From an optimization exercise on the open Yosys and OpenROAD flow, aimed at small area and a short achievable clock period; shortcuts taken in it are not production practice. Function was checked by simulation only, so behaviour that the tests miss may differ from the original. Power and IR drop assume default switching activity.

==> design/flow/constraint.sdc <==
create_clock -name core_clock -period 12.0 [get_ports {clk}]
set_input_delay 2.4000 -clock core_clock [delete_from_list [all_inputs] [get_ports {clk}]]
set_output_delay 2.4000 -clock core_clock [all_outputs]
set_load 0.01 [all_outputs]
==> design/flow/run.sh <==
#!/bin/bash
# synth_recipe.tcl (not shown) runs the flow's synth.tcl, then flattens the netlist and writes it again
# the make line also repeats each setting of config.mk as NAME=value (left out here)
make -C /OpenROAD-flow-scripts/flow DESIGN_CONFIG=/design/flow/config.mk WORK_HOME=/design/flow/orfs CLKGATE_MAP_FILE= SYNTH_SCRIPT=/design/flow/synth_recipe.tcl finish
==> design/flow/design.v <==
module alu(
    input wire [31:0] operand_a,  
    input wire [31:0] operand_b,  
    input wire [3:0] alu_op,  
    output reg [31:0] alu_data  
);
    reg [31:0] diff; 
localparam ADD = 4'd0;  
localparam SUB = 4'd1;  
localparam SLT = 4'd2;  
localparam SLTU = 4'd3;  
localparam XOR = 4'd4;  
localparam OR = 4'd5;  
localparam AND = 4'd6;  
localparam SLL = 4'd7;  
localparam SRL = 4'd8;  
localparam SRA = 4'd9;  
localparam PASSB = 4'd10;  
always @(*) begin
    diff = operand_a + (~operand_b) + 1;
    case (alu_op)
        ADD: alu_data = operand_a + operand_b;
        SUB: alu_data = diff;  
        SLT: alu_data =  (operand_a[31] == 0 && operand_b[31] == 1) ? 32'd0 :
                         (operand_a[31] == 1 && operand_b[31] == 0) ? 32'd1 : diff[31];
        SLTU: alu_data = (operand_a[31] == 0 && operand_b[31] == 1) ? 32'd1 :
                         (operand_a[31] == 1 && operand_b[31] == 0) ? 32'd0 : diff[31];
        XOR: alu_data = operand_a ^ operand_b;
        OR: alu_data = operand_a | operand_b;
        AND: alu_data = operand_a & operand_b;
        SLL: alu_data = operand_a << operand_b[4:0];
        SRL: alu_data = operand_a >> operand_b[4:0];
        SRA: alu_data = $signed(operand_a) >>> operand_b[4:0];  
        PASSB: alu_data = operand_b;
        default: alu_data = 32'd0;  
    endcase
end
endmodule
module brcomp (
    input wire [31:0] rs1_data,  
    input wire [31:0] rs2_data,  
    input wire br_unsigned,  
    output reg br_less,  
    output reg br_equal  
);
reg [31:0] difference;
always @(*) begin
    br_equal = (rs1_data == rs2_data) ? 1 : 0;
    difference = rs1_data + (~rs2_data) + 1;
    if (br_unsigned) begin
        br_less = (rs1_data[31] == 0 && rs2_data[31] == 1) ? 1 :
                  (rs1_data[31] == 1 && rs2_data[31] == 0) ? 0 : difference[31];
    end else begin
        br_less = (rs1_data[31] == 0 && rs2_data[31] == 1) ? 0 :
                  (rs1_data[31] == 1 && rs2_data[31] == 0) ? 1 : difference[31];
    end
end
endmodule
module ctrl_unit(
    input wire [31:0] instr,
    input wire br_less,
    input wire br_equal,
    output reg br_sel,       
    output reg br_unsigned,  
    output reg rd_wren,
    output reg mem_wren,
    output reg op_a_sel,     
    output reg op_b_sel,     
    output reg [3:0] alu_op,
    output reg [1:0] wb_sel  
);
always @(*) begin
    br_sel = 1; br_unsigned = instr[13]; rd_wren = 0; mem_wren = 0;
    op_a_sel = 1; op_b_sel = 1; alu_op = 4'd0; wb_sel = 2'b01;
    case(instr[6:0])
        7'b0110111: begin rd_wren = 1; op_b_sel = 1; alu_op = 4'd10; wb_sel = 2'b01; end  
        7'b0010111: begin rd_wren = 1; op_a_sel = 0; op_b_sel = 1; alu_op = 4'd0; wb_sel = 2'b01; end  
        7'b1101111: begin br_sel = 0; rd_wren = 1; op_a_sel = 0; op_b_sel = 1; alu_op = 4'd0; wb_sel = 2'b00; end  
        7'b1100111: begin br_sel = 0; rd_wren = 1; op_a_sel = 1; op_b_sel = 1; alu_op = 4'd0; wb_sel = 2'b00; end  
        7'b1100011: begin
                        op_a_sel = 0; op_b_sel = 1; alu_op = 4'd0;
                        case (instr[14:12])
                            3'b000: br_sel = ~br_equal;   
                            3'b001: br_sel = br_equal;    
                            3'b100: br_sel = ~br_less;    
                            3'b101: br_sel = br_less;     
                            3'b110: br_sel = ~br_less;    
                            3'b111: br_sel = br_less;     
                            default: br_sel = 1;
                        endcase
                    end  
        7'b0000011: begin rd_wren = 1; op_a_sel = 1; op_b_sel = 1; alu_op = 4'd0; wb_sel = 2'b10; end  
        7'b0100011: begin mem_wren = 1; op_a_sel = 1; op_b_sel = 1; alu_op = 4'd0; end  
        7'b0010011: begin
                        rd_wren = 1; op_a_sel = 1; op_b_sel = 1; wb_sel = 2'b01;
                        case(instr[14:12])
                            3'b000: alu_op = 4'd0;  
                            3'b001: alu_op = 4'd7;  
                            3'b010: alu_op = 4'd2;  
                            3'b011: alu_op = 4'd3;  
                            3'b100: alu_op = 4'd4;  
                            3'b101: alu_op = instr[30] ? 4'd9 : 4'd8;  
                            3'b110: alu_op = 4'd5;  
                            default: alu_op = 4'd6;  
                        endcase
                    end  
        7'b0110011: begin
                        rd_wren = 1; op_a_sel = 1; op_b_sel = 0; wb_sel = 2'b01;
                        case(instr[14:12])
                            3'b000: alu_op = instr[30] ? 4'd1 : 4'd0;  
                            3'b001: alu_op = 4'd7;  
                            3'b010: alu_op = 4'd2;  
                            3'b011: alu_op = 4'd3;  
                            3'b100: alu_op = 4'd4;  
                            3'b101: alu_op = instr[30] ? 4'd9 : 4'd8;  
                            3'b110: alu_op = 4'd5;  
                            default: alu_op = 4'd6;  
                        endcase
                    end  
        default: ;
    endcase
end
endmodule
module decoder(
   input clk,
	input [31:0] instr,
	output [4:0] rd_addr,
	output [4:0] rs1_addr,
	output [4:0] rs2_addr
	);
	assign rs1_addr = instr[19:15];
	assign rs2_addr = instr[24:20];
	assign rd_addr = instr[11:7];
endmodule
module ImmGen(
    input wire [31:0] instr,  
    output reg [31:0] Imm  
);
    wire [4:0] srai;
    assign srai = instr[24:20];  
    always @(*) begin
        case(instr[6:0])
            7'b0000011: Imm = {instr[31] ? {20{1'b1}} : 20'b0, instr[31:20]};
            7'b0010011: begin
                if ((instr[31:25] == 7'b0100000 && instr[14:12] == 3'b101) ||
                    (instr[14:12] == 3'b001) || (instr[14:12] == 3'b101)) begin
                    Imm = {srai[4] ? {27{1'b1}} : 27'b0, srai};
                end else begin
                    Imm = {instr[31] ? {20{1'b1}} : 20'b0, instr[31:20]};
                end
            end
            7'b0100011: Imm = {instr[31] ? {20{1'b1}} : 20'b0, instr[31:25], instr[11:7]};
            7'b1100011: Imm = {instr[31] ? {20{1'b1}} : 20'b0, instr[7], instr[30:25], instr[11:8], 1'b0};
            7'b1100111: Imm = {instr[31] ? {20{1'b1}} : 20'b0, instr[31:20]};
            7'b0010111, 7'b0110111: Imm = {instr[31:12], 12'b0};
            7'b1101111: Imm = {instr[31] ? {12{1'b1}} : 12'b0, instr[19:12], instr[20], instr[30:25], instr[24:21], 1'b0};
            default: 
                Imm = 32'b0;
        endcase
    end
endmodule
module lsu (
    input wire clk_i,
    input wire rst_i,
    input wire [31:0] addr,
    input wire [31:0] st_data,
    input wire st_en,
    input wire [31:0] io_sw,
    output wire [31:0] ld_data,
    output reg [31:0] io_lcd,
    output reg [31:0] io_ledg,
    output reg [31:0] io_ledr,
    output reg [31:0] io_hex0,
    output reg [31:0] io_hex1,
    output reg [31:0] io_hex2,
    output reg [31:0] io_hex3,
    output reg [31:0] io_hex4,
    output reg [31:0] io_hex5,
    output reg [31:0] io_hex6,
    output reg [31:0] io_hex7
);
assign ld_data = (addr == 32'h900) ? io_sw : 32'b0;
always @(posedge clk_i or posedge rst_i) begin
    if (rst_i) begin
        io_lcd <= 32'b0;
        io_ledg <= 32'b0;
        io_ledr <= 32'b0;
        io_hex0 <= 32'b0;
        io_hex1 <= 32'b0;
        io_hex2 <= 32'b0;
        io_hex3 <= 32'b0;
        io_hex4 <= 32'b0;
        io_hex5 <= 32'b0;
        io_hex6 <= 32'b0;
        io_hex7 <= 32'b0;
    end else begin
        if (st_en) begin
            case (addr)
                32'h800: io_hex0 <= st_data;
                32'h810: io_hex1 <= st_data;
                32'h820: io_hex2 <= st_data;
                32'h830: io_hex3 <= st_data;
                32'h840: io_hex4 <= st_data;
                32'h850: io_hex5 <= st_data;
                32'h860: io_hex6 <= st_data;
                32'h870: io_hex7 <= st_data;
                32'h880: io_ledr <= st_data;
                32'h890: io_ledg <= st_data;
                32'h8A0: io_lcd <= st_data;
                default: ;
            endcase
        end
    end
end
endmodule
module mux_1(
    input wire [31:0] pc_four,
    input wire br_sel,
    input wire [31:0] alu_data,
    output reg [31:0] nxt_pc
);
always @* begin
    if (br_sel)
        nxt_pc = pc_four;
    else 
        nxt_pc = {alu_data[31:1], 1'b0};
end
endmodule
module mux_2(
input wire op_a_sel,
input wire [31:0] rs1_data,
input wire [31:0] pc,
output reg [31:0] operand_a
);
always @(*) begin
if (op_a_sel)
      operand_a = rs1_data;
else 
      operand_a = pc;
end
endmodule
module mux_3(
input wire op_b_sel,
input wire [31:0] rs2_data,
input wire [31:0] Imm,
output reg [31:0] operand_b
);
always @(*) begin
if (op_b_sel)
      operand_b = Imm;
else 
      operand_b = rs2_data;
end
endmodule
module mux_4(
input wire [1:0] wb_sel,
input wire [31:0] pc_four,
input wire [31:0] alu_data,
input wire [31:0] ld_data,
output reg [31:0] wb_data
);
always @(*) begin
case (wb_sel)
        2'b00: wb_data = pc_four;
	2'b01: wb_data = alu_data;
	2'b10: wb_data = ld_data;
default: wb_data = 32'd0;
endcase
end
endmodule
module pc(
input[31:0] nxt_pc, 
input clk,
input reset,
output reg [31:0] pc
);
always @(posedge clk or posedge reset) begin
if (reset)
    pc <= 32'd0;
else
    pc <= nxt_pc;
end	
endmodule
module regfile(
    input wire clk_i,  
    input wire rst_i,  
    input wire [4:0] rs1_addr,  
    input wire [4:0] rs2_addr,  
    input wire [4:0] rd_addr,  
    input wire [31:0] rd_data,  
    input wire rd_wren,  
    output wire [31:0] rs1_data,  
    output wire [31:0] rs2_data  
);
    wire [1023:0] regs;
    assign regs[31:0] = 32'b0;
    genvar i;
    generate
        for (i = 1; i < 32; i = i + 1) begin : gen_reg
            reg [31:0] r;
            always @(posedge clk_i or posedge rst_i) begin
                if (rst_i)
                    r <= 32'b0;
                else if (rd_wren && rd_addr == i)
                    r <= rd_data;
            end
            assign regs[i*32 +: 32] = r;
        end
    endgenerate
    assign rs1_data = regs[rs1_addr*32 +: 32];
    assign rs2_data = regs[rs2_addr*32 +: 32];
endmodule
module singlecycle(
    input clk,
    input reset,
    input [31:0] io_sw,
    input [31:0] instr,
    output [31:0] pc_debug,
    output [31:0] io_lcd,
    output [31:0] io_ledg,
    output [31:0] io_ledr,
    output [31:0] io_hex0,
    output [31:0] io_hex1,
    output [31:0] io_hex2,
    output [31:0] io_hex3,
    output [31:0] io_hex4,
    output [31:0] io_hex5,
    output [31:0] io_hex6,
    output [31:0] io_hex7
); 
wire [4:0] rs1_addr;
wire [4:0] rs2_addr;
wire [4:0] rd_addr;
wire [31:0] rd_data;
wire rd_wren;
wire [31:0] rs1_data;
wire [31:0] rs2_data;
wire [31:0] ld_data;
wire br_sel;
wire [31:0] alu_data;
wire [31:0] operand_a;
wire [31:0] Imm;
wire [31:0] operand_b;
wire br_less;
wire br_equal;
wire op_a_sel;
wire op_b_sel;
wire [1:0] wb_sel;
wire [3:0] alu_op;
wire [31:0] pc;
wire [31:0] nxt_pc;
wire [31:0] pc_four;
wire br_unsigned;
wire mem_wren;
assign pc_four = pc + 32'd4;
assign pc_debug = pc;
pc pc_reg(
    .clk(clk),
    .reset(reset),
    .nxt_pc(nxt_pc),
    .pc(pc)
);
decoder dec_inst(
    .clk(clk),
    .instr(instr),
    .rd_addr(rd_addr),
    .rs1_addr(rs1_addr),
    .rs2_addr(rs2_addr)
);
regfile reg_file(
    .clk_i(clk),
    .rst_i(reset),
    .rs1_addr(rs1_addr),
    .rs2_addr(rs2_addr),
    .rd_addr(rd_addr),
    .rd_data(rd_data),
    .rd_wren(rd_wren),
    .rs1_data(rs1_data),
    .rs2_data(rs2_data)
);
lsu load_store(
    .clk_i(clk),
    .rst_i(reset),
    .addr(alu_data),
    .st_data(rs2_data),
    .st_en(mem_wren),
    .io_sw(io_sw),
    .ld_data(ld_data),
    .io_lcd(io_lcd),
    .io_ledg(io_ledg),
    .io_ledr(io_ledr),
    .io_hex0(io_hex0),
    .io_hex1(io_hex1),
    .io_hex2(io_hex2),
    .io_hex3(io_hex3),
    .io_hex4(io_hex4),
    .io_hex5(io_hex5),
    .io_hex6(io_hex6),
    .io_hex7(io_hex7)
);
mux_1 mux_nxtpc(
    .pc_four(pc_four),
    .br_sel(br_sel),
    .alu_data(alu_data),
    .nxt_pc(nxt_pc)
);
mux_2 mux_opa(
    .op_a_sel(op_a_sel),
    .pc(pc),
    .rs1_data(rs1_data),
    .operand_a(operand_a)
);
ImmGen immgen(
    .instr(instr),
    .Imm(Imm)
);
brcomp br_comp(
    .rs1_data(rs1_data),
    .rs2_data(rs2_data),
    .br_unsigned(br_unsigned),
    .br_less(br_less),
    .br_equal(br_equal)
);
mux_3 mux_opb(
    .op_b_sel(op_b_sel),
    .rs2_data(rs2_data),
    .Imm(Imm),
    .operand_b(operand_b)
);
mux_4 mux_wb(
    .wb_sel(wb_sel),
    .pc_four(pc_four),
    .alu_data(alu_data),
    .ld_data(ld_data),
    .wb_data(rd_data)
);
alu Alu(
    .operand_a(operand_a),
    .operand_b(operand_b),
    .alu_op(alu_op),
    .alu_data(alu_data)
);
ctrl_unit control(
    .instr(instr),
    .br_less(br_less),
    .br_equal(br_equal),
    .br_sel(br_sel),
    .br_unsigned(br_unsigned),
    .rd_wren(rd_wren),
    .mem_wren(mem_wren),
    .op_a_sel(op_a_sel),
    .op_b_sel(op_b_sel),
    .alu_op(alu_op),
    .wb_sel(wb_sel)
);
endmodule
==> design/flow/config.mk <==
export PLATFORM = sky130hd
export DESIGN_NAME = singlecycle
export DESIGN_NICKNAME = singlecycle
export VERILOG_FILES = /design/flow/design.v
export SDC_FILE = /design/flow/constraint.sdc
export NUM_CORES = 4
export LEC_CHECK = 0
export CAP_MARGIN = 35
export CORE_MARGIN = 2
export CORE_UTILIZATION = 40
export SLEW_MARGIN = 35
==> flow_summary.ini <==
[critical_path]
reg2reg_depth = 33
path_class = primary input to register
rr_startpoint = reg_file.gen_reg[3].r[6]
cp_data_required_time_ns = 12.74
end_kind = register
crit_start = instr[19]
path_buf_inv = 6
startpoint_type = primary input
timing.critical_path.slowest_stage_cell = clkdlybuf4s50_1
crit_arrival_ns = 11.59
slowest_delay_ns = 0.87
cp.depth = 31
cp_max_fo = 31
cp_top_family = simple AND/OR/NAND/NOR gates

[detailed_routing]
wl_per_cell_um = 35.0
drt_first_iter_violations = 9547
drc = 0
antenna_left = 0
drt-pass1-iter-count = 8
vias_per_cell = 6.41
wl_um = 397000
num_vias = 72600

[final_layout]
final_cell_mix = 1375 x dfrtp_1, 1236 x nor2_1, 1002 x a21oi_1, 577 x buf_4, 439 x clkdlybuf4s50_1
final_common_cell = dfrtp_1
top_register = reg_file.gen.r
largest_register_ffs = 992
area_delta_synth_final_pct = 21.2
layout-drive-gt1-share_pct = 21.3
nNetsFinal = 8733
nFillCells = 18400

[clock_network]
hold_buffers = 0
clk_latency_ns = 0.86
cts_root_buf = clkbuf_16
cts_tree = yes
cts_made_buffers = 157
clkSlewWorstSetupHoldPaths_ns = 0.06
cts_max_path_buffers = 3
cts_sinks = 1375
cts.repair.resized = 0
post_cts_buffers = 0
htree_levels = 4

[sta]
tns_ns = 0
fin_crit_sh_pct = 90.4
min_period_ns = 10.85
hold_violations = 0
tightest_slew_ns = 1.03
finalSetupViolations = 0
fmax_ghz = 0.0922
final.setup.worst_slack_ns = 1.15
relSlewSlack_pct = 30.9
finClkSkew_ns = 0.0470
drv_slew = 0
rsz0062_at_grt = false

[synth]
syn-num-nets = 8187
synthesis.area_sq_um = 80200
synthFlopType = dfrtp_1
synth_top_area_share_pct = 42.9
synth_edf_count = 0
yosys_register_bits = 1375
syn_avg_cell_area_sq_um = 10.0
synth_cell_type_count = 103
postSynth.asyncResetShare_pct = 100
syn_inst = 7986
synth_top_cell_by_area = dfrtp_1
ys_seq_area_share_pct = 42.9
synth_area_leaders = dfrtp_1 43%, mux4_2 7.8%, a21oi_1 6.3%
synth_warnings = 11

[floorplanning]
ios = 450
dieArea_sq_um = 204000
chipWidth_um = 452
fp-row-count = 164
die_h_um = 452
coreArea_sq_um = 199000
start_util_pct = 40.2

[min_path]
hold_path_depth = 1
hold_path_class = register to register
worstHoldStart = load_store.io_hex2[27]

[placement]
place_congestion = 1.07
dp_hpwl_um = 282000
dp_slack_ns = 0.590
portBuffers = 448

[global_route]
grt_pass1_vias = 70000
grt_overflow = 0
antenna_found_initial = 29
grt_max_degree = 176
grtUsageTotal_pct = 38.0
grt_first_pass_wirelength_um = 551000

[power]
ir_worst_vdd_mv = 0.161
leakage_nw = 43.9
powerDensity_nw_per_um2 = 138

[outcome]
status = complete, no violations

[flow_run]
drv_cap = 0
-- stage by stage --
step           utilization, %  area (sq um)  total power, mW  cells  hold slack (ns)
2_1_floorplan               -         80200             6.91   7986            0.506
3_3_place_gp             45.8         91400             8.34  11000            0.467
3_5_place_dp             45.9         91600             8.39  11000            0.474
4_1_cts                  48.6         96900             13.4  11300            0.487
5_1_grt                  48.7         97100             13.9  11300            0.502
6_report                 48.7         97200             13.5  11300            0.480
-- power by group --
group / internal (mW) / leakage, nW / switching [mW]
Sequential: 4.97 / 18.8 / 0.411
Combinational: 1.16 / 22.4 / 1.89
Clock: 2.94 / 2.63 / 2.08
-- final timing paths --
check	endpoint	slack (ns)
hold / removal	load_store.io_hex2[27]	0.48
setup / recovery	reg_file.gen_reg[25].r[8]	1.15
min in group asynchronous	load_store.io_hex0[11]	2.01
max in group asynchronous	reg_file.gen_reg[22].r[8]	7.21
hold reg to reg	load_store.io_hex2[27]	0.48
setup reg to reg	reg_file.gen_reg[25].r[8]	3.25
-- kinds of logic (layout without fill, tap and decap cells) --
logic type	Yosys count	count (layout)	synth area share (%)
other cells	1	13	0.00468
compound gates	2165	2165	16.7
simple gates	2150	2150	12.0
fa+ha+maj	135	135	2.16
buf+inv	916	1587	5.18
flops	1375	1375	42.9
xor+xnor	57	57	0.623
mux	1187	1187	20.5
-- area by class of cell --
| type | count | area (sq um) | share of cell area, % |
|---|---|---|---|
| antenna | 12 | 30.0 | 0.0309 |
| inverter | 171 | 646 | 0.665 |
| clock inverter | 50 | 653 | 0.672 |
| multi-input combinational | 5695 | 42500 | 43.7 |
| tap | 2656 | 3320 | 3.42 |
| timing repair buffer | 1132 | 10900 | 11.2 |
| clock buffer | 234 | 4710 | 4.85 |
| sequential | 1375 | 34400 | 35.4 |
-- cell usage after synthesis (129+ instances only) --
library cell / number
a21oi_1: 1006
a22oi_1: 213
a31oi_1: 209
buf_2: 180
clkbuf_1: 435
dfrtp_1: 1375
ha_1: 129
inv_1: 163
mux2_2: 281
mux2i_1: 432
mux4_2: 278
nand2_1: 237
nand3_1: 131
nor2_1: 1265
nor3_1: 195
o21ai_0: 187
-- worst reg2reg max path: cells and delay by family, from the launching register on --
| family | cells | cell delay [ns] |
|---|---|---|
| buf+inv | 7 | 1.26 |
| fa+ha+maj | 2 | 0.82 |
| compound gates | 14 | 3.47 |
| simple gates | 9 | 2.03 |
| flops | 1 | 0.39 |
| mux | 1 | 0.66 |
-- routing by layer --
layer / global-route usage (%) / routed length [um] / part of all wire [%] / up-vias
met3: 8.03 / 35600 / 9.0 / 1138
met5: 0 / 117 / 0.030 / -
met4: 24.7 / 30700 / 7.7 / 16
met1: 48.8 / 154000 / 39 / 36800
met2: 58.3 / 177000 / 45 / 4372
li1: - / - / - / 30300

[what the ideal ports hide]
No port has a modelled driver above. Below, the same layout with a new extraction and two added sets of constraints.
Step 1 assumes that a clkbuf_16 drives the clock port and a buf_2 every other input.
Step 2 times the ports against the registers' clock, not the clock port: input delays grow and output delays shrink by t, the midpoint of the rising clock arrivals with the driver on.
Three values: ideal ports, drivers, drivers and shift; two values: the first two.
t, ns: 0.941
slack for setup (ns): 1.149 / 1.222 / 0.282
worst setup path at the end: input to register
cell pins on the clock port's net: 1
After both steps setup and hold are still met in this run. For this run, drivers alone change the setup slack by +0.073 ns; drivers and shift together by -0.867 ns.
